Source: an optimization exercise on an open RTL-to-GDS flow (aim: small area). Production flows keep margins and buffers that such runs may drop.
Only simulation tests tie the RTL to the original design; equivalence was not proved.
Power figures rest on the tool's default switching activity, not on a simulated workload.

==> design/flow/design.v <==
`timescale 1ns / 1ps
 module keyboard(
    input clk,
	 input rst,
	 input semitone,
    input [3:0] row,
    output [3:0] col,
    output [7:0] diods,
	 output waveR,
	 output waveL
    );
	wire slow_clk;
	clockdiv clkdiv(.rst(rst), .clk(clk), .slow_clk(slow_clk));
	keypad kypd(.clk(clk), .rst(rst), .en(slow_clk), .row(row), .col(col), .diods(diods));
	wavegen wavgn(.clk(clk), .semitone(semitone), .diods(diods), .rst(rst), .wave(waveR));
	assign waveL = waveR;
endmodule
`timescale 1ns / 1ps
module clockdiv #(parameter div = 10000)(
    input clk,
    input rst,
    output reg slow_clk
    );
    localparam nbits = clogb2(div);
    reg [nbits-1:0] cnt;
    wire comp;
    assign comp = (cnt == div-1);
    always @(posedge clk, posedge rst)
        if(rst)
                cnt <= {nbits{1'b0}};
        else if(comp)
                cnt <= {nbits{1'b0}};
        else
                cnt <= cnt + 1;
    always @(posedge clk, posedge rst)
        if(rst)
                slow_clk <= 1'b0;
        else if(comp)
                slow_clk <= 1'b1;
			 else
				slow_clk <= 1'b0;
    function integer clogb2;
        input reg [31:0] val;
        begin
                val = val-1;
                for(clogb2 = 0; val > 0;  clogb2 = clogb2+1)
                        val = val >> 1;
        end
    endfunction
endmodule
`timescale 1ns / 1ps
module keypad(
	 input clk,
	 input rst,
	 input en,
	 input [3:0] row,
	 output [3:0] col,
    output reg [7:0] diods
    );
	 localparam [3:0] C1 = 4'b0111, C2 = 4'b1011, C3 = 4'b1101, C4 = 4'b1110, idle = 4'b1111;
	 (*fsm_encoding = "user"*)
	 reg [3:0] st, nst;
	 always @(posedge clk, posedge rst)
		if(rst)
			st <= C1;
		else if(en)
			st <= nst;
	 always @(posedge clk, posedge rst)
	 begin
		if(rst)
			diods <= ~{idle, idle};
		else if(en)
		begin
		if(row == C1 || row == C2 || row == C3 || row == C4)
			diods <= ~{row, col};
		else
			diods <= ~{idle, idle};
		end
	 end
	 always @*
	 begin
		case(st)
			C1: 
				nst = C2;
			C2: 
				nst = C3;
			C3: 
				nst = C4;
			C4: 
				nst = C1;
			default:
				nst = C1;
		endcase
	 end
	assign col = st;
endmodule
`timescale 1ns / 1ps
module wavegen(
	input clk,
	input rst,
	input semitone,
	input [7:0] diods,
   output reg wave
   );
	localparam 	c = 500000000/(2626*2),
					cis = 500000000/(2771*2),
					d = 500000000/(2947*2), 
					dis = 500000000/(3111*2),
					e = 500000000/(3306*2),
					f = 500000000/(3492*2),
					fis = 500000000/(3700*2),
					g = 500000000/(3920*2),
					gis = 500000000/(4153*2),
					a = 500000000/(4400*2),
					ais = 500000000/(4662*2),
					h = 500000000/(4949*2),
					C = 500000000/(5232*2),
					Cis = 500000000/(5544*2),
					D = 500000000/(5873*2),
					Dis = 500000000/(6223*2),
					E = 500000000/(6593*2),
					F = 500000000/(6985*2),
					Fis = 500000000/(7400*2),
					G = 500000000/(7840*2),
					Gis = 500000000/(8306*2),
					A = 500000000/(8800*2),
					Ais = 500000000/(9323*2),
					H = 500000000/(9888*2),
					C3 = 500000000/(10465*2),
					C3is = 500000000/(11087*2);
	reg [25:0] counter;
	reg [25:0] counter2;
	reg [25:0] counter3;
	reg [25:0] div;
	reg make_semitone;
	always @(posedge rst or posedge clk)
	if(rst)
	begin
		make_semitone <= 1'b0;
		counter3 <= 0;
	end
	else
		if(semitone)
		begin
			make_semitone <= 1'b1;
			counter3 <= 0;
		end
		else
		begin
			counter3 <= counter3 + 1;
			if(counter3 >= 2500000)
			begin
				counter3 <= 0;
				make_semitone <= 1'b0;
			end
		end
	always @(posedge rst or posedge clk)
	begin
		if (rst)
		begin
            div <= 0;
			counter2 <= 0;
		end
		else
		begin
			case(~diods)
				8'b11101110:
				begin
					if(make_semitone)
						div <= cis;
					else
						div <= c;
					counter2 <= 0;
				end
				8'b11101101:
				begin
					if(make_semitone)
						div <= dis;
					else
						div <= d;
					counter2 <= 0;
				end
				8'b11101011:
				begin
					div <= e;
					counter2 <= 0;
				end
				8'b11100111:
				begin
					if(make_semitone)
						div <= fis;
					else
						div <= f;
					counter2 <= 0;
				end
				8'b11011110:
				begin
					if(make_semitone)
						div <= gis;
					else
						div <= g;
					counter2 <= 0;
				end
				8'b11011101:
				begin
					if(make_semitone)
						div <= ais;
					else
						div <= a;
					counter2 <= 0;
				end
				8'b11011011:
				begin
					div <= h;
					counter2 <= 0;
				end
				8'b11010111:
				begin
					if(make_semitone)
						div <= Cis;
					else
						div <= C;
					counter2 <= 0;
				end
				8'b10111110:
				begin
					if(make_semitone)
						div <= Cis;
					else
						div <= C;
					counter2 <= 0;
				end
				8'b10111101:
				begin
					if(make_semitone)
						div <= Dis;
					else
						div <= D;
					counter2 <= 0;
				end
				8'b10111011:
				begin
					div <= E;
					counter2 <= 0;
				end
				8'b10110111:
				begin
					if(make_semitone)
						div <= Fis;
					else
						div <= F;
					counter2 <= 0;
				end
				8'b01111110:
				begin
					if(make_semitone)
						div <= Gis;
					else
						div <= G;
					counter2 <= 0;
				end
				8'b01111101:
				begin
					if(make_semitone)
						div <= Ais;
					else
						div <= A;
					counter2 <= 0;
				end
				8'b01111011:
				begin
					div <= H;
					counter2 <= 0;
				end
				8'b01110111:
				begin
					if(make_semitone)
						div <= C3is;
					else
						div <= C3;
					counter2 <= 0;
				end
				default:
				begin
					counter2 <= counter2 + 1;
					if(counter2 >= 2500000)
					begin
						counter2 <= 0;
						div <= 25'b1111111111111111111111111;
					end
				end
			endcase
		end
	end	
	always@(posedge rst or posedge clk)
	begin
		if (rst)
		begin
			wave <= 0;
			counter <= 0;
		end
		else
		begin
			counter <= counter + 1;
         if (counter >= div)
         begin
				counter <= 0;
            wave <= ~wave;
         end
		end
	end
endmodule
==> design/flow/run.sh <==
#!/bin/bash
# synth_recipe.tcl (not shown) runs the flow's synth.tcl, then flattens the netlist and writes it again
# the make line also repeats each setting of config.mk as NAME=value (left out here)
make -C /OpenROAD-flow-scripts/flow DESIGN_CONFIG=/design/flow/config.mk WORK_HOME=/design/flow/orfs CLKGATE_MAP_FILE= SYNTH_SCRIPT=/design/flow/synth_recipe.tcl finish
==> design/flow/config.mk <==
export PLATFORM = sky130hd
export DESIGN_NAME = keyboard
export DESIGN_NICKNAME = keyboard
export VERILOG_FILES = /design/flow/design.v
export SDC_FILE = /design/flow/constraint.sdc
export NUM_CORES = 4
export LEC_CHECK = 0
export CAP_MARGIN = 20
export CORE_MARGIN = 2
export CORE_UTILIZATION = 40
export SLEW_MARGIN = 20
==> design/flow/constraint.sdc <==
create_clock -name core_clock -period 20.0 [get_ports {clk}]
set_input_delay 4.0000 -clock core_clock [delete_from_list [all_inputs] [get_ports {clk}]]
set_output_delay 4.0000 -clock core_clock [all_outputs]
set_load 0.01 [all_outputs]
==> out/qor.yml <==
synthesis:
  mappedNetlistArea_mm2: 0.00696
  synth_warnings: 3
  synth_cells: 755
  postSynthAreaPerCell_um2: 9.22
  synthDistinctLibCells: 61
  synth-seq-cells: 125
  synthFlopType: "dfrtp_1"
  yosys.area.top_type: "dfrtp_1"
  synth_top_area_share: 0.439
  synth_enable_flop_cells: 0
  synth_top_cells_by_area: "dfrtp_1 44%, nor2_1 6.6%, xor2_1 6.4%"
  synthArstFlopShare: 1.00
  yosysSeqAreaShare: 0.450
final_layout:
  stdcell_area_mm2: 0.00800
  fin_util: 0.466
  diodes: 0
  instances_no_fill: 1013
  area_growth_pct: 15.0
  fillers: 1682
  drive_gt1_frac: 0.0660
  layout.nets: 815
outcome:
  status: "timing/DRC/antenna clean"
worst_setup_path:
  crit_buf_inv: 1
  cp_max_fo: 15
  cp.depth: 1
  crit_arrival_ps: 1730
  r2r_slack_ps: 16850
  crit_start: "kypd.diods[1]"
  critPathRequiredTime_ps: 16000
  cp-end-kind: "primary output"
  crit_path_max_incr_delay_ps: 670
  cp-start-kind: "flip-flop"
  r2r.worst_path.cells: 6
  rr_endpoint: "wavgn.div[1]"
  slowest_stage: "dfrtp_1"
  crit_path_end: "diods[1]"
  worst-setup-path-type: "reg -> out"
  timing.rr.start: "kypd.diods[7]"
  cp_top_family: "flip-flops"
  crit_chain: "clkdlybuf4s50_1"
timing:
  finalSetupViolCount: 0
  hold_violations: 0
  worst_slew_pin_slew_ps: 1120
  whs_ps: 489
  post-route-min-period_ps: 5730
  rsz0062_at_grt: "false"
  skew_ps: 5.54
  finalCritPeriodShare: 0.286
  fmax_mhz: 175
  finalSetupTns_ps: 0
  slew_headroom: 0.253
  finalMaxSlewViolations: 0
  fin_ws_ps: 14270
route:
  totalWireLength_mm: 15.4
  wl_met1_mm: 7.27
  wl_met2_mm: 7.10
  drc: 0
  vias: 5503
  dr.pass1.iters: 5
  post_drt_wl_per_cell_um: 15.2
  maxUsedRoutingLayer: "met4"
  viasPerCell: 5.43
  ant_nets: 0
  first_iter_violations: 503
  dr_wl_met3_um: 638
clock_tree:
  cts_buffer_depth: 2
  clk_pin_slew_ps: 60
  worstSkewPairLatency_ps: 410
  cts.repair.resized: 0
  cts_buffers: 17
  htree_levels: 4
  post-cts-setup-buffer-count: 0
  cts_tree: "yes"
  clock_sinks: 125
  root_buffer: "clkbuf_16"
  holdBufCountCts: 0
global_routing:
  grt_max_degree: 65
  track_usage: 0.179
  antenna_found_initial: 0
  grt_pass1_vias: 5265
  grt_pass1_wl_mm: 26.2
  overflow: 0
die:
  rows: 48
  core-area_mm2: 0.0172
  start_util: 0.405
  die_area_mm2: 0.0185
  io_pins: 21
  die_h_um: 136
  die_w_um: 136
placement:
  placed_cell_area_mm2: 0.00736
  dp_hpwl_mm: 10.4
  place.gp.congestion: 0.862
  place_ws_ps: 14060
  dp.cells: 983
  port-buffer-count: 20
hold_path:
  hold_class: "reg -> reg"
power:
  pwr_density_cell_mw_per_mm2: 73.4
  p_leak_nw: 3.46
  ir_worst_vdd_mv: 0.0518
  power_uw: 587
run:
  max_cap_violations: 0
cells by family after synthesis:
logic type / share of synthesized area
buf+inv: 0.0441
other cells: 0.000539
xor+xnor: 0.101
compound gates: 0.121
flops: 0.450
mux: 0.00144
fa+ha+maj: 0.0557
simple gates: 0.227
layer usage:
metal	up-vias	GRT usage
met1	2663	0.245
li1	2673	-
met5	-	0
met4	0	0.0741
met2	139	0.274
met3	28	0.0414
power by group:
part	switching [mW]	internal [mW]
sequential	0.00112	0.254
clock	0.111	0.212
combinational	0.00726	0.00212
total	0.119	0.468
Yosys cell counts (3+ instances only):
cell       number
xnor2_1        29
clkbuf_1       15
o22ai_1        13
a2111oi_0       4
buf_2           8
dfrtp_1       122
o32a_1          6
nor2_1        123
dfstp_2         3
nor3_1         16
nor4_1          5
o21bai_1        3
a22oi_1         4
nand2b_1        3
and3_1         17
nand2_1        61
and4_1          8
o21ai_0        24
buf_6           3
nand3_1        42
a221oi_1        3
nand4_1        20
o211ai_1        3
nor2b_1         9
ha_1           31
inv_1          43
o22a_1          5
nor4b_2         7
a31oi_1         7
a21oi_1        28
xor2_1         51
sequential cells by signal, indices dropped and copies added (netlist names):
signal               flops
clkdiv.cnt              14
clkdiv.slow_clk          1
kypd.diods               8
kypd.st                  4
wavgn.counter           26
wavgn.counter2          26
wavgn.counter3          26
wavgn.div               18
wavgn.make_semitone      1
wavgn.wave               1
final cells by class:
cell class,count,area (µm²),share of cell area
inverters,43,164,0.0205
multi-input cells,566,3570,0.446
well taps,225,282,0.0352
repair buffers,24,230,0.0288
clock buffers,22,494,0.0618
flip-flops and latches,125,3130,0.391
clock inverters,8,130,0.0163
cell usage in the layout (no fill, tap or decap), drive strengths merged, types with 16 or more instances in the layout:
master         count
a21oi             28
and3              17
clkbuf            22
clkdlybuf4s50     20
dfrtp            122
ha                31
inv               45
nand2             61
nand3             42
nand4             20
nor2             123
nor3              16
o21ai             26
xnor2             29
xor2              51
how the worst min path moves through the flow:
stage                             start             to  cells after the start
after floorplan           clkdiv.cnt[0]  clkdiv.cnt[0]                      1
after global placement    clkdiv.cnt[0]  clkdiv.cnt[0]                      1
after detailed placement  clkdiv.cnt[0]  clkdiv.cnt[0]                      1
after CTS                 clkdiv.cnt[0]  clkdiv.cnt[0]                      1
after global routing       wavgn.div[8]   wavgn.div[8]                      1
final                     clkdiv.cnt[0]  clkdiv.cnt[0]                      1

[what the ideal ports hide]
The flow's constraints put no driver on any port. The routed layout listed below was extracted and timed again, unchanged, in two steps.
Step 1 (the two cells are an assumption about what drives the block):
set clk [get_ports {clk}]
set_driving_cell -lib_cell sky130_fd_sc_hd__clkbuf_16 $clk
set_driving_cell -lib_cell sky130_fd_sc_hd__buf_2 [delete_from_list [all_inputs] $clk]
Step 2 moves the port delays by t, midway between the first and last clock arrival at a register: inputs arrive t later, outputs are due t later. That takes back most of the time a late clock gives input paths.
Three values: ideal, step 1, step 2; two values: the first two.
shift t [ns]: 0.452
setup WS [ns]: 14.273 / 14.234 / 14.162
pins driven straight from the clock port: 1
After both steps setup and hold are still met in this run. For this run, drivers alone change the setup slack by -0.039 ns; drivers and shift together by -0.111 ns. The worst setup slack also covers recovery checks on asynchronous resets.
